This is an optimization exercise on Yosys and OpenROAD, whose aim is small area, a short achievable clock period and few clock cycles per item, not a production implementation. The RTL was checked by simulation tests, not by an equivalence proof against the original design.

### flow/design.v
module mult18;
endmodule
module karatsuba34;
endmodule
module karatsuba64 (
    input  logic         clk,
    input  logic         rst,
    input  logic         start,
    input  logic [63:0]  A,
    input  logic [63:0]  B,
    output logic [127:0] P,
    output logic         valid_out
);
    always_ff @(posedge clk) P <= A * B;
    always_ff @(posedge clk or posedge rst)
        if (rst) valid_out <= 1'b0;
        else     valid_out <= start;
endmodule
### flow/config.mk
export PLATFORM = sky130hd
export DESIGN_NAME = karatsuba64
export DESIGN_NICKNAME = karatsuba64
export VERILOG_FILES = /design/flow/design.v
export SDC_FILE = /design/flow/constraint.sdc
export NUM_CORES = 4
export LEC_CHECK = 0
export CAP_MARGIN = 20
export CORE_MARGIN = 2
export CORE_UTILIZATION = 40
export SLEW_MARGIN = 20
### flow/constraint.sdc
create_clock -name core_clock -period 14.0 [get_ports {clk}]
set_input_delay 2.8000 -clock core_clock [delete_from_list [all_inputs] [get_ports {clk}]]
set_output_delay 2.8000 -clock core_clock [all_outputs]
set_load 0.01 [all_outputs]
### flow/run.sh
#!/bin/bash
# synth_recipe.tcl (not shown) runs the flow's synth.tcl, then flattens the netlist and writes it again
# the make line also repeats each setting of config.mk as NAME=value (left out here)
make -C /OpenROAD-flow-scripts/flow DESIGN_CONFIG=/design/flow/config.mk WORK_HOME=/design/flow/orfs CLKGATE_MAP_FILE= SYNTH_SCRIPT=/design/flow/synth_recipe.tcl finish
==> impl_metrics.yaml <==
flow_run:
  cap_viol_max_count: 0
placed_design:
  globalplace.congestion: 0.950
  post-place-ws_ns: 0.790
  dp_hpwl_mm: 364
  place_area_mm2: 0.138
  port_buffers: 259
global_routing:
  met1_usage_pct: 32.2
  grt_busiest_layer: "met2"
  gr-total-overflow: 0
  use_met2_pct: 45.4
  grt_antenna_before_repair: 35
  use_met3_pct: 4.80
  first_global_vias: 104838
  grt_pass1_wl_mm: 660
  grt_max_degree: 65
  grtUsageTotal_pct: 26.7
detailed_routing:
  drc: 0
  dr.pass1.iters: 5
  wl_mm: 431
  drtIter0Drc: 6396
  avgRoutedWirePerCell_um: 23.5
  antenna_left: 0
  via_count: 94758
  via_per_inst: 5.17
sta:
  fmax_ghz: 0.0777
  setup_viol: 0
  hold_viol_final: 0
  fin_crit_sh_pct: 92.0
  fin_ws_ns: 1.13
  hold_ws_ns: 2.41
  rsz0062_at_grt: "no"
  fin_tns_setup_ns: 0
  maxSlewHeadroom_pct: 23.4
  worst_slew_pin_slew_ns: 1.15
  fin_crit_ns: 12.87
  maxSlewViolCount: 0
synthesis:
  synthFlopType: "dfxtp_1"
  yosys.area.top_type_share_pct: 58.5
  yosysTopAreaCell: "fa_1"
  ys_async_sr_fraction_pct: 0.775
  synth_area_per_cell_um2: 9.15
  synth_common_cells: "3,837 x fa_1, 3,564 x inv_1, 2,320 x nand2_1, 1,938 x and2_1, 952 x clkbuf_1"
  syn_area_mm2: 0.131
  syn_nets: 18975
  synth.distinct_cells: 73
  synth_edf_count: 0
  syn_inst: 14353
  yosysMostFrequentCell: "fa_1"
  seq_area_frac_synth_pct: 1.97
  ys_top_cells_by_area: "fa_1 58%, inv_1 10%, and2_1 9.2%"
  yosys_warnings: 1
  yosys_register_bits: 129
floorplanning:
  pin_count: 260
  initial_core_util_pct: 40.2
  core_mm2: 0.327
  die_y_um: 577
  rows: 210
  die_area_mm2: 0.333
  die_x_um: 577
cells_and_area:
  regArea_mm2: 0.00259
  multi_input_area_mm2: 0.112
  drive_above_1_share_pct: 3.37
  synthToLayoutAreaGrowth_pct: 5.25
  fill_cells: 32621
  final_nets: 18586
  design_area_mm2: 0.138
worst_setup_path:
  crit_fanout: 33
  path_delay_family: "adder cells"
  critPathRequiredTime_ns: 14.40
  end_kind: "register"
  slowest_stage: "fa_1"
  critical_path.max_stage_delay_ns: 0.66
  worstPathArrival_ns: 13.27
  path_buf_inv: 7
  crit_top_cell: "fa_1"
  path_class: "in2reg"
  cp-start-kind: "input port"
clocking:
  cts.clk_slew.worst_paths_ns: 0.08
  cts_buffers: 25
  clock_path_buffers: 3
  post_cts_buffers: 0
  cts_sinks: 129
  ctsHoldBuffers: 0
  cts_tree: "yes"
  ctsResizeCount: 0
  root_buffer: "clkbuf_16"
  htreeDepth: 4
min_path:
  holdCritPathClass: "in2async"
outcome:
  status: "timing/DRC/antenna clean"
-- layout make-up --
cell class | instances | share of cell area [%]
flip-flops and latches | 129 | 1.87
inverters | 3564 | 9.68
clock buffers | 30 | 0.488
well taps | 4346 | 3.93
multi-input cells | 9688 | 80.8
diodes | 13 | 0.0235
repair buffers | 556 | 3.21
-- layout by cell type (no fill, tap or decap), types with 6 or more instances in the layout --
cell type        netlist  routed
fa_1                3837    3837
inv_1               3564    3564
nand2_1             2320    2320
and2_1              1938    1938
ha_1                 654     654
buf_4                  0     284
a21oi_1              208     208
clkdlybuf4s50_1        0     131
dfxtp_1              128     128
buf_2                 18     122
o21ai_0              107     107
nor2_1                99      99
xnor2_1               86      86
nand4_1               65      65
o21bai_1              48      48
xor2_1                43      43
a21o_1                37      37
nor3_1                34      34
clkbuf_16              0      25
nand3_1               24      24
a31oi_1               22      22
buf_12                 0      19
o21a_1                15      15
diode_2                0      13
a21boi_0              11      11
nor4_1                11      11
nor2b_1               10      10
o31ai_1                9       9
a211oi_1               8       8
and3_1                 8       8
or3_1                  8       8
nand2b_1               7       7
a221oi_1               6       6
-- stage by stage --
stage	cells	utilization, %
floorplan	14353	-
global placement	18283	42.1
detailed placement	18283	42.1
CTS	18313	42.3
global route	18316	42.3
finish	18326	42.3
-- state kept, by name, summed over array words and instances (netlist names) --
name	count
P	128
valid_out	1
-- kinds of logic after synthesis --
family	share of synthesized area (%)
flops	1.97
compound gates	2.52
xor+xnor	0.860
buf+inv	13.0
fa+ha+maj	64.7
simple gates	17.0
mux	0.00762
-- metal layers --
layer  share of wire, %  vias to the layer above
li1                   -                    39435
met4                6.6                        8
met5              0.011                        -
met2                 49                     3773
met3                7.3                      967
met1                 37                    50575
-- final timing paths --
kind	startpoint	end	slack, ns	cells after the start
max	B[14]	P[119]	1.13	29
min	rst	valid_out	2.41	2
max in group asynchronous	rst	valid_out	11.51	2
min in group core_clock	start	valid_out	2.71	1
Testbench counts, summed over its fixed seeds: cycles 1,200, items 1,200.

[port drivers added, routing unchanged]
Ports are ideal in the flow. The routed layout listed here was re-timed in OpenROAD. Step 1 sets driving cells, clkbuf_16 on the clock port and buf_2 on the other inputs (assumed; they add their load-dependent delay and slew). Step 2 also shifts input and output timing later by t, the mid clock arrival at the registers, as if the neighbouring blocks saw the same clock. Three values: ideal, step 1, step 2; two values: the first two.
shift t [ns]: 0.597
slack for setup (ns): 1.126 / 1.168 / 0.571
slew at the worst register clock pin (ns): 0.08 / 0.08
pins driven straight from the clock port: 1
After both steps this run still meets setup and hold. For this run, drivers alone change the setup slack by +0.042 ns; drivers and shift together by -0.555 ns.
